Background: an optimization exercise with open tools, aiming at small area, a short achievable clock period and few clock cycles per item. Do not read the settings as production practice. Function was checked by simulation only, so behaviour that the tests miss may differ from the original.

==> inputs of run a <==
==> flow/design.v (excerpt) <==
module Raptor64Mult(rst, clk, ld, sgn, isMuli, a, b, imm, o, done);
clock: 10.0 ns
lec_check: 0
abc_clock_period_in_ps: 3000
cap_margin: 50
core_margin: 2
core_utilization: 55
cts_buf_list: sky130_fd_sc_hd__clkbuf_4 sky130_fd_sc_hd__clkbuf_8
setup_slack_margin: 5
slew_margin: 70
synth_hierarchical: 1
synth_minimum_keep_size: 0
standard.sh (not shown) runs the stock make flow with config.mk's settings and CLKGATE_MAP_FILE= SYNTH_SCRIPT=/design/flow/synth_recipe.tcl, a recipe that flattens the netlist after the stock synthesis.
==> flow/flow/run.sh <==
#!/bin/bash
set -euo pipefail
MARGIN=$(cat flow/margin.txt)
export BUFFER_PORTS_ARGS="-buffer_cell $(cat flow/bufcell.txt)"
sed -e "s/SETUP_SLACK_MARGIN=[-0-9.]*/SETUP_SLACK_MARGIN=${MARGIN}/" standard.sh > standard_margin.sh
grep -q "SETUP_SLACK_MARGIN=${MARGIN}" standard_margin.sh
bash standard_margin.sh > standard_margin.log 2>&1
==> flow/flow/bufcell.txt <==
sky130_fd_sc_hd__buf_1
==> flow/flow/margin.txt <==
6.6
==> inputs of run b, as changes to run a <==
==> flow/flow/margin.txt (replaced) <==
6.7
==> flow/config.mk (replaced) <==
export PLATFORM = sky130hd
export DESIGN_NAME = Raptor64Mult
export DESIGN_NICKNAME = Raptor64Mult
export VERILOG_FILES = /design/flow/design.v
export SDC_FILE = /design/flow/constraint.sdc
export NUM_CORES = 4
export LEC_CHECK = 0
export ABC_CLOCK_PERIOD_IN_PS = 3000
export CAP_MARGIN = 50
export CORE_MARGIN = 2
export CORE_UTILIZATION = 55
export SETUP_SLACK_MARGIN = 5
export SLEW_MARGIN = 70
export SYNTH_HIERARCHICAL = 1
export SYNTH_MINIMUM_KEEP_SIZE = 0
==> inputs of run c, as changes to run a <==
--- a/flow/design.v
+++ b/flow/design.v
@@ -10,54 +10,45 @@
 output [127:0] o;
 output done;
 reg [6:0] ph;        
 reg [64:0] ar;        
 reg [69:0] dr;        
 reg [65:0] sr, cr;    
 reg [13:0] lsr, lcr;  
 reg busy;            
-reg shf;             
 reg nbit;             
 reg ca, cb;           
 wire [6:0] one0, two0, neg0;  
 wire [6:0] one1, two1, neg1;  
 wire [6:0] one2, two2, neg2;  
-reg [57:0] oh;        
-wire [63:0] d = isMuli ? imm : b;
-wire [84:0] dx = {{20{sgn & d[63]}}, d, 1'b0};   
 wire first = ph[0];
 assign done = ph[6];
-wire [14:0] xr = dr[14:0];
-wire [14:0] xb = {b[13:0], 1'b0};
-wire [14:0] xi = {imm[13:0], 1'b0};
+wire [70:0] bx = {{6{sgn & b[63]}}, b, 1'b0};
+wire [70:0] ix = {{6{sgn & imm[63]}}, imm, 1'b0};
+wire [14:0] xb = ({15{~busy}} & bx[14:0]) | ({15{ph[0]}} & bx[28:14]) | ({15{ph[1]}} & bx[42:28]) | ({15{ph[2]}} & bx[56:42]) | ({15{ph[3]}} & bx[70:56]);
+wire [14:0] xi = ({15{~busy}} & ix[14:0]) | ({15{ph[0]}} & ix[28:14]) | ({15{ph[1]}} & ix[42:28]) | ({15{ph[2]}} & ix[56:42]) | ({15{ph[3]}} & ix[70:56]);
+wire [14:0] xd = isMuli ? xi : xb;
 wire [6:0] one_n, two_n, neg_n;
 genvar k;
 generate for (k = 0; k < 7; k = k + 1) begin : enc
-	wire one_r = xr[2*k+1] ^ xr[2*k];
-	wire two_r = (xr[2*k+2] & ~xr[2*k+1] & ~xr[2*k]) | (~xr[2*k+2] & xr[2*k+1] & xr[2*k]);
-	wire neg_r = xr[2*k+2] & ~(xr[2*k+1] & xr[2*k]);
-	wire one_b = xb[2*k+1] ^ xb[2*k];
-	wire two_b = (xb[2*k+2] & ~xb[2*k+1] & ~xb[2*k]) | (~xb[2*k+2] & xb[2*k+1] & xb[2*k]);
-	wire neg_b = xb[2*k+2] & ~(xb[2*k+1] & xb[2*k]);
-	wire one_i = xi[2*k+1] ^ xi[2*k];
-	wire two_i = (xi[2*k+2] & ~xi[2*k+1] & ~xi[2*k]) | (~xi[2*k+2] & xi[2*k+1] & xi[2*k]);
-	wire neg_i = xi[2*k+2] & ~(xi[2*k+1] & xi[2*k]);
-	assign one_n[k] = busy ? one_r : isMuli ? one_i : one_b;
-	assign two_n[k] = busy ? two_r : isMuli ? two_i : two_b;
-	assign neg_n[k] = busy ? neg_r : isMuli ? neg_i : neg_b;
+	wire one_d = xd[2*k+1] ^ xd[2*k];
+	wire two_d = (xd[2*k+2] & ~xd[2*k+1] & ~xd[2*k]) | (~xd[2*k+2] & xd[2*k+1] & xd[2*k]);
+	wire neg_d = xd[2*k+2] & ~(xd[2*k+1] & xd[2*k]);
+	assign one_n[k] = one_d;
+	assign two_n[k] = two_d;
+	assign neg_n[k] = neg_d;
 end endgenerate
 always @(posedge clk) begin
 	if (rst)
 		ph <= 7'd0;
 	else
 		ph <= {ph[5:0], ld};
 	busy <= ~rst & (ld | ph[0] | ph[1] | ph[2] | ph[3]);
-	shf <= ~rst & (ld | ph[0] | ph[1] | ph[2] | ph[3] | ph[4]);
-	ar <= {sgn & a[63], a};
+	ar <= ph[5] ? {7'b0, fin[71:14]} : {sgn & a[63], a};
 end
 digq u_q0 (.clk(clk), .one_n(one_n), .two_n(two_n), .neg_n(neg_n), .one(one0), .two(two0), .neg(neg0));
 digq u_q1 (.clk(clk), .one_n(one_n), .two_n(two_n), .neg_n(neg_n), .one(one1), .two(two1), .neg(neg1));
 digq u_q2 (.clk(clk), .one_n(one_n), .two_n(two_n), .neg_n(neg_n), .one(one2), .two(two2), .neg(neg2));
 wire [65:0] r_0;
 assign r_0[0] = (one0[0] & ar[0]) ^ neg0[0];
 wire m_0_1;
 bmx u_m0_1 (.a1(ar[1]), .a0(ar[0]), .one(one0[0]), .two(two0[0]), .m(m_0_1));
@@ -1964,29 +1955,26 @@
 fa3 u_s927 (.x(c630), .y(s777), .z(c776), .s(s927), .c(c928));
 fa3 u_s929 (.x(c632), .y(c778), .z(s779), .s(s929), .c(c930));
 fa3 u_s931 (.x(r_6[62]), .y(s781), .z(c780), .s(s931), .c(c932));
 fa3 u_s933 (.x(r_5[65]), .y(r_6[63]), .z(c782), .s(s933), .c(c934));
 assign s935 = ~r_6[64];
 assign c936 = r_6[64];
 wire [79:0] ts = {1'b0, 1'b1, r_6[65], s935, s933, s931, s929, s927, s925, s923, s921, s919, s917, s915, s913, s911, s909, s907, s905, s903, s901, s899, s897, s895, s893, s891, s889, s887, s885, s883, s881, s879, s877, s875, s873, s871, s869, s867, s865, s863, s861, s859, s857, s855, s853, s851, s849, s847, s845, s843, s841, s839, s837, s835, s833, s831, s829, s827, s825, s823, s821, s819, s817, s815, s813, s811, s809, s807, s805, s803, s801, s799, s797, s795, s793, s791, s789, s787, s785, s783};
 wire [79:0] tc = {1'b0, 1'b0, c936, c934, c932, c930, c928, c926, c924, c922, c920, c918, c916, c914, c912, c910, c908, c906, c904, c902, c900, c898, c896, c894, c892, c890, c888, c886, c884, c882, c880, c878, c876, c874, c872, c870, c868, c866, c864, c862, c860, c858, c856, c854, c852, c850, c848, c846, c844, c842, c840, c838, c836, c834, c832, c830, c828, c826, c824, c822, c820, c818, c816, c814, c812, c810, c808, c806, c804, c802, c800, c798, c796, c794, c792, c790, c788, c786, c784, 1'b0};
-wire [15:0] lo = (lsr & {14{~first}}) + ({lcr[13:1], ca} & {14{~first}}) + {nbit, 12'b0} + cb;
+wire [15:0] lo = lsr + {lcr[13:1], ca} + {nbit, 12'b0} + cb;
 always @(posedge clk) begin
-	if (shf)
-		dr <= {lo[13:0], dr[69:14]};
-	else
-		dr <= dx[83:14];
+	dr <= {lo[13:0], dr[69:14]};
 	sr <= ts[79:14];
 	cr <= tc[79:14];
 	lsr <= ts[13:0];
 	lcr <= tc[13:0];
 	nbit <= busy & neg2[6];
-	ca <= busy & (lo[15] | lo[14]);
-	cb <= busy & lo[15];
+	ca <= busy & ~first & (lo[15] | lo[14]);
+	cb <= busy & ~first & lo[15];
 end
 wire [71:0] fa_p, fa_g;
 pgc u_fa_pg0 (.a(lsr[0]), .b(ca), .p(fa_p[0]), .g(fa_g[0]));
 pgc u_fa_pg1 (.a(lsr[1]), .b(lcr[1]), .p(fa_p[1]), .g(fa_g[1]));
 pgc u_fa_pg2 (.a(lsr[2]), .b(lcr[2]), .p(fa_p[2]), .g(fa_g[2]));
 pgc u_fa_pg3 (.a(lsr[3]), .b(lcr[3]), .p(fa_p[3]), .g(fa_g[3]));
 pgc u_fa_pg4 (.a(lsr[4]), .b(lcr[4]), .p(fa_p[4]), .g(fa_g[4]));
 pgc u_fa_pg5 (.a(lsr[5]), .b(lcr[5]), .p(fa_p[5]), .g(fa_g[5]));
@@ -2372,19 +2360,17 @@
 gn u_fa_Gf_66 (.gh(fa_g[65]), .ph(fa_p[65]), .gl(fa_Gs5_65), .go(fa_Gf_66));
 wire fa_Gf_68;
 gn u_fa_Gf_68 (.gh(fa_g[67]), .ph(fa_p[67]), .gl(fa_Gs5_67), .go(fa_Gf_68));
 wire fa_Gf_70;
 gn u_fa_Gf_70 (.gh(fa_g[69]), .ph(fa_p[69]), .gl(fa_Gs5_69), .go(fa_Gf_70));
 wire fa_Gf_72;
 gn u_fa_Gf_72 (.gh(fa_g[71]), .ph(fa_p[71]), .gl(fa_Gs5_71), .go(fa_Gf_72));
 wire [71:0] fin = {(fa_p[71] ^ fa_Gs5_71), (fa_p[70] ^ fa_Gf_70), (fa_p[69] ^ fa_Gs5_69), (fa_p[68] ^ fa_Gf_68), (fa_p[67] ^ fa_Gs5_67), (fa_p[66] ^ fa_Gf_66), (fa_p[65] ^ fa_Gs5_65), (fa_p[64] ^ fa_Gf_64), (fa_p[63] ^ fa_Gs4_63), (fa_p[62] ^ fa_Gf_62), (fa_p[61] ^ fa_Gs4_61), (fa_p[60] ^ fa_Gf_60), (fa_p[59] ^ fa_Gs4_59), (fa_p[58] ^ fa_Gf_58), (fa_p[57] ^ fa_Gs4_57), (fa_p[56] ^ fa_Gf_56), (fa_p[55] ^ fa_Gs4_55), (fa_p[54] ^ fa_Gf_54), (fa_p[53] ^ fa_Gs4_53), (fa_p[52] ^ fa_Gf_52), (fa_p[51] ^ fa_Gs4_51), (fa_p[50] ^ fa_Gf_50), (fa_p[49] ^ fa_Gs4_49), (fa_p[48] ^ fa_Gf_48), (fa_p[47] ^ fa_Gs4_47), (fa_p[46] ^ fa_Gf_46), (fa_p[45] ^ fa_Gs4_45), (fa_p[44] ^ fa_Gf_44), (fa_p[43] ^ fa_Gs4_43), (fa_p[42] ^ fa_Gf_42), (fa_p[41] ^ fa_Gs4_41), (fa_p[40] ^ fa_Gf_40), (fa_p[39] ^ fa_Gs4_39), (fa_p[38] ^ fa_Gf_38), (fa_p[37] ^ fa_Gs4_37), (fa_p[36] ^ fa_Gf_36), (fa_p[35] ^ fa_Gs4_35), (fa_p[34] ^ fa_Gf_34), (fa_p[33] ^ fa_Gs4_33), (fa_p[32] ^ fa_Gf_32), (fa_p[31] ^ fa_Gs3_31), (fa_p[30] ^ fa_Gf_30), (fa_p[29] ^ fa_Gs3_29), (fa_p[28] ^ fa_Gf_28), (fa_p[27] ^ fa_Gs3_27), (fa_p[26] ^ fa_Gf_26), (fa_p[25] ^ fa_Gs3_25), (fa_p[24] ^ fa_Gf_24), (fa_p[23] ^ fa_Gs3_23), (fa_p[22] ^ fa_Gf_22), (fa_p[21] ^ fa_Gs3_21), (fa_p[20] ^ fa_Gf_20), (fa_p[19] ^ fa_Gs3_19), (fa_p[18] ^ fa_Gf_18), (fa_p[17] ^ fa_Gs3_17), (fa_p[16] ^ fa_Gf_16), (fa_p[15] ^ fa_Gs2_15), (fa_p[14] ^ fa_Gf_14), (fa_p[13] ^ fa_Gs2_13), (fa_p[12] ^ fa_Gf_12), (fa_p[11] ^ fa_Gs2_11), (fa_p[10] ^ fa_Gf_10), (fa_p[9] ^ fa_Gs2_9), (fa_p[8] ^ fa_Gf_8), (fa_p[7] ^ fa_Gs1_7), (fa_p[6] ^ fa_Gf_6), (fa_p[5] ^ fa_Gs1_5), (fa_p[4] ^ fa_Gf_4), (fa_p[3] ^ fa_Gs0_3), (fa_p[2] ^ fa_Gf_2), (fa_p[1] ^ fa_Ga_1), (fa_p[0] ^ cb)};
-always @(posedge clk)
-	oh <= fin[71:14];
-assign o = {oh, dr};
+assign o = {ar[57:0], dr};
 endmodule
 module pgc(a, b, p, g);
 input a, b;
 output p, g;
 assign p = a ^ b;
 assign g = a & b;
 endmodule
 module gpn(gh, ph, gl, pl, go, po);
==> flow/flow/margin.txt (replaced) <==
6.7
==> flow/config.mk (replaced) <==
export PLATFORM = sky130hd
export DESIGN_NAME = Raptor64Mult
export DESIGN_NICKNAME = Raptor64Mult
export VERILOG_FILES = /design/flow/design.v
export SDC_FILE = /design/flow/constraint.sdc
export NUM_CORES = 4
export LEC_CHECK = 0
export ABC_CLOCK_PERIOD_IN_PS = 5000
export CAP_MARGIN = 50
export CORE_MARGIN = 2
export CORE_UTILIZATION = 62
export CTS_BUF_LIST = sky130_fd_sc_hd__clkbuf_16
export CTS_CLUSTER_DIAMETER = 100
export CTS_CLUSTER_SIZE = 24
export SETUP_SLACK_MARGIN = 5
export SLEW_MARGIN = 70
export SYNTH_HIERARCHICAL = 1
export SYNTH_MINIMUM_KEEP_SIZE = 0
==> qor summary <==
metric	run a	run c	run b
Run status	no timing/DRC/antenna violations	no timing/DRC/antenna violations	no timing/DRC/antenna violations
Largest stage delay, worst path	500 ps	500 ps	440 ps
Footprint of the multi-input gates	24300 µm²	23700 µm²	24300 µm²
Tap cell count	773	672	773
Min-Delay Path Depth	1	0	1
End of the worst hold path	ph[6]	dr[41]	ph[6]
Area share of the largest cell type after synthesis	27.4%	28.6%	27.4%
Met3 demand-to-capacity share in global routing	6.33%	8.26%	6.03%
Floorplan Core Area	59200 µm²	50300 µm²	59200 µm²
End of the critical path	o[42]	o[87]	o[9]
Root Buffer Master	sky130_fd_sc_hd__clkbuf_8	sky130_fd_sc_hd__clkbuf_16	sky130_fd_sc_hd__clkbuf_16
Buffer count from post-CTS setup fixing	0	7	2
Die footprint	62000 µm²	52900 µm²	62000 µm²
Layout Skew	46.5 ps	31.4 ps	21.2 ps
Number of combinational gates with multiple inputs	2360	2254	2360
Testbench counts of run a, summed over its fixed seeds: cycles 19,200, items 2,400.
Testbench counts of run b, summed over its fixed seeds: cycles 19,200, items 2,400.
Testbench counts of run c, summed over its fixed seeds: cycles 19,200, items 2,400.

-- separate check: timing with driven ports --
Ports are ideal in the flow. The routed layouts listed here were re-timed in OpenROAD. Step 1, drivers: a clkbuf_16 drives clk and a buf_2 each remaining input, both assumed. Step 2 also shifts input and output timing later by t, the mid clock arrival at the registers, as if the neighbouring blocks saw the same clock. Three values: ideal, step 1, step 2; two values: the first two.
| run | t (ns) | setup WS [ns] | worst setup path after step 2 |
|---|---|---|---|
| run a | 0.738 | 6.625 / 6.564 / 5.981 | input to register |
| run b | 0.680 | 6.742 / 6.676 / 6.344 | input to register |
| run c | 0.638 | 6.713 / 6.652 / 6.167 | input to register |
After both steps setup and hold are still met in every run listed. The setup slack of run a, which loses most, moves by -0.061 ns with the drivers and by -0.644 ns with both steps.
